What follows belongs to an exercise in optimizing a design on an open flow for a short achievable clock period and few clock cycles; a production flow would make more cautious choices. At most, simulation tests tie the RTL to the original design; equivalence was not proved. Power is estimated from default activity; no workload was simulated.

Design rv_top, start of the top module:
 module rv_top
    #(parameter
        DPWIDTH = 32,
        RFSIZE  = 32
    )
 (
     output logic [DPWIDTH-1:0] imem_addr,
     output logic [DPWIDTH-1:0] dmem_addr,
     output logic [DPWIDTH-1:0] dmem_dataout,
     output logic memrw,
     input logic [DPWIDTH-1:0] dmem_datain,
     input logic [DPWIDTH-1:0] imem_datain,
     input logic clk,
     input logic rst
 );
 logic [31:0] fa;                  
 logic        f1_v, f1_pred;
 logic [31:0] f1_pc, f1_ptgt;
 logic        d_v;
 logic [31:0] d_pc, d_ir, d_imm;
 logic [4:0]  d_rd;
 logic [31:1] d_oh1, d_oh2;        
 logic        d_m1e, d_m2e, d_m1m, d_m2m, d_byp1, d_byp2, d_haz;
 logic        d_ldb1, d_ldb2, d_resb2;    
 logic        d_use1, d_use2, d_wr, d_ld, d_st, d_cond, d_jal, d_bimm;
 logic        d_pred, d_jump;
 logic [31:0] d_immb;    
 logic [31:0] d_ptgt, d_pc4;
 logic [9:0]  d_op;                
 logic        e_v;
  ...
Size in the first run: ~2200 flip-flops, ~160 I/O pins, ~92000 µm² of cells after synthesis.
==> flow/config.mk <==
export PLATFORM = sky130hd
export DESIGN_NAME = rv_top
export DESIGN_NICKNAME = rv_top
export VERILOG_FILES = /design/flow/design.v
export SDC_FILE = /design/flow/constraint.sdc
export NUM_CORES = 4
export LEC_CHECK = 0
export CAP_MARGIN = 20
export CORE_MARGIN = 2
export CORE_UTILIZATION = 40
export PLACE_DENSITY = 0.6
export SLEW_MARGIN = 20
==> flow/constraint.sdc <==
create_clock -name core_clock -period 11.0 [get_ports {clk}]
set_input_delay 2.2000 -clock core_clock [delete_from_list [all_inputs] [get_ports {clk}]]
set_output_delay 2.2000 -clock core_clock [all_outputs]
set_load 0.01 [all_outputs]
standard.sh (not shown) runs the stock make flow with config.mk's settings and CLKGATE_MAP_FILE= SYNTH_SCRIPT=/design/flow/synth_recipe.tcl, a recipe that flattens the netlist after the stock synthesis.
==> flow/flow/run.sh <==
#!/bin/bash
export SETUP_SLACK_MARGIN=${MY_SETUP_MARGIN:-7.5}
bash standard.sh > standard.log 2>&1
Testbench counts at the start, summed over its fixed seeds: cycles 45,532.
==> next run, changes <==
--- a/flow/design.v
+++ b/flow/design.v
@@ -24,19 +24,19 @@
  logic        d_ldb1, d_ldb2, d_resb2;    
  logic        d_use1, d_use2, d_wr, d_ld, d_st, d_cond, d_jal, d_bimm;
  logic        d_pred, d_jump;
  logic [31:0] d_immb;    
  logic [31:0] d_ptgt, d_pc4;
  logic [9:0]  d_op;                
  logic        e_v;
  logic [31:0] e_a, e_b, e_s, e_tgt, e_pc, e_ptgt;
  logic        e_pjmp;
- logic        e_su, e_inv, e_sum;
+ logic        e_su, e_sum;
  logic [4:0]  e_rd;
  logic        e_wr, e_ld, e_st, e_cond;
  logic [9:0]  e_op;
  logic [31:0] m_res, m_sd;
  logic [4:0]  m_rd;
  logic        m_wr, m_ld, m_st;
  logic [31:0] w_res;
  logic [4:0]  w_rd;
  logic        w_wr, w_ld;
@@ -208,53 +208,56 @@
      else            d_imm = {{21{d_ir[31]}}, d_ir[30:20]};
  assign d_immb = {{20{d_ir[31]}}, d_ir[7], d_ir[30:25], d_ir[11:8], 1'b0};
  assign tgt_d = d_pc + d_immb;
  assign take_d = d_v && d_jump && !d_pred;
  assign bfix_d = d_v && d_pred && !d_jump;
  assign red_d  = haz_d || take_d || bfix_d;
  assign red_d_tgt = haz_d ? d_pc : take_d ? tgt_d : d_pc4;
  logic [31:0] res;
  logic [31:0] oa_early, ob_early, os_early;
+ logic        d_su, d_inv;
+ assign d_su  = d_op[OP_SUB] || d_op[OP_SLT] || d_op[OP_SLTU] || d_op[OP_INV];
+ assign d_inv = d_op[OP_INV];
  always_comb begin
      oa_early = d_jal ? d_pc : (m1m ? m_res : r1);
      os_early = m2m ? m_res : r2;
      ob_early = d_bimm ? d_imm : os_early;
  end
  always_ff @(posedge clk or posedge rst)
      if (rst) e_v <= 1'b0;
      else     e_v <= d_v && !brm_e && !haz_d;
  always_ff @(posedge clk) begin
-     e_a    <= m1e ? res : d_ldb1 ? dmem_datain : oa_early;
-     e_b    <= d_resb2 ? res : (d_ldb2 && !d_bimm) ? dmem_datain : ob_early;
+     e_a    <= m1e ? (d_inv ? ~res : res) : (d_ldb1 ? dmem_datain : oa_early) ^ {32{d_inv}};
+     e_b    <= d_resb2 ? (d_su ? ~res : res) :
+               ((d_ldb2 && !d_bimm) ? dmem_datain : ob_early) ^ {32{d_su}};
      e_s    <= m2e ? res : d_ldb2 ? dmem_datain : os_early;
      e_tgt  <= tgt_d;
      e_pc   <= d_pc;
      e_pjmp <= d_pred && d_jump;
      e_ptgt <= d_ptgt;
      e_rd   <= d_rd;
      e_wr   <= d_wr;
      e_ld   <= d_ld;
      e_st   <= d_st;
      e_cond <= d_cond;
      e_op   <= d_op;
-     e_su   <= d_op[OP_SUB] || d_op[OP_SLT] || d_op[OP_SLTU] || d_op[OP_INV];
-     e_inv  <= d_op[OP_INV];
+     e_su   <= d_su;
      e_sum  <= d_op[OP_ADD] || d_op[OP_SUB] || d_op[OP_INV];
  end
  logic [31:0] a, b, s;
  assign a = e_a;
  assign b = e_b;
  assign s = e_s;
  logic [31:0] sum, shl, shr;
  logic        cout, lts, ltu, big;
- ks_add #(.W(32)) adder (.a(a ^ {32{e_inv}}), .b(b ^ {32{e_su}}), .cin(e_su), .s(sum), .cout(cout));
+ ks_add #(.W(32)) adder (.a(a), .b(b), .cin(e_su), .s(sum), .cout(cout));
  assign ltu = !cout;
- assign lts = (a[31] ^ b[31]) ? a[31] : sum[31];
+ assign lts = (a[31] ^ !b[31]) ? a[31] : sum[31];
  assign big = |b[31:5];
  assign shl = big ? 32'd0 : (a << b[4:0]);
  assign shr = big ? 32'd0 : (a >> b[4:0]);
  always_comb
      res = ({32{e_sum}}         & sum)
          | ({32{e_op[OP_SLL]}}  & shl)
          | ({32{e_op[OP_SRL]}}  & shr)
          | ({32{e_op[OP_SLT]}}  & {31'd0, lts})
          | ({32{e_op[OP_SLTU]}} & {31'd0, ltu})
Outcome:
- area after synthesis is about the same
- global-route usage goes down by 0.56 points
- setup slack degrades by 150 ps
- count of clock-buffer cells in the layout goes down by 4
- power goes down by a few percent
- clock skew goes up by 10 ps
- routed wire length goes down slightly
- clock power goes down slightly
- hold slack degrades by 13 ps
No functional check of the RTL was part of the second run of this note.

==> separate check: timing with driven ports <==
In the flow no input, the clock included, has a driving cell. The finished layouts below were timed again as built, in two steps.
Step 1, drivers: a clkbuf_16 drives clk and a buf_2 each remaining input, both assumed.
Step 2 also shifts input and output timing later by t, the mid clock arrival at the registers, as if the neighbouring blocks saw the same clock.
a / b / c = no drivers / after step 1 / after step 2; a / b = the first two.
run	t, ns	setup slack, ns	worst register clock-pin slew, ns	worst slew at a driven data input, ns
the first run	0.981	7.345 / 7.254 / 6.570	0.07 / 0.07	0.18
the second run	0.980	7.191 / 7.191 / 6.446	0.07 / 0.07	0.21
After both steps setup and hold are still met in every run listed. The setup slack of the first run, which loses most, moves by -0.091 ns with the drivers and by -0.775 ns with both steps.
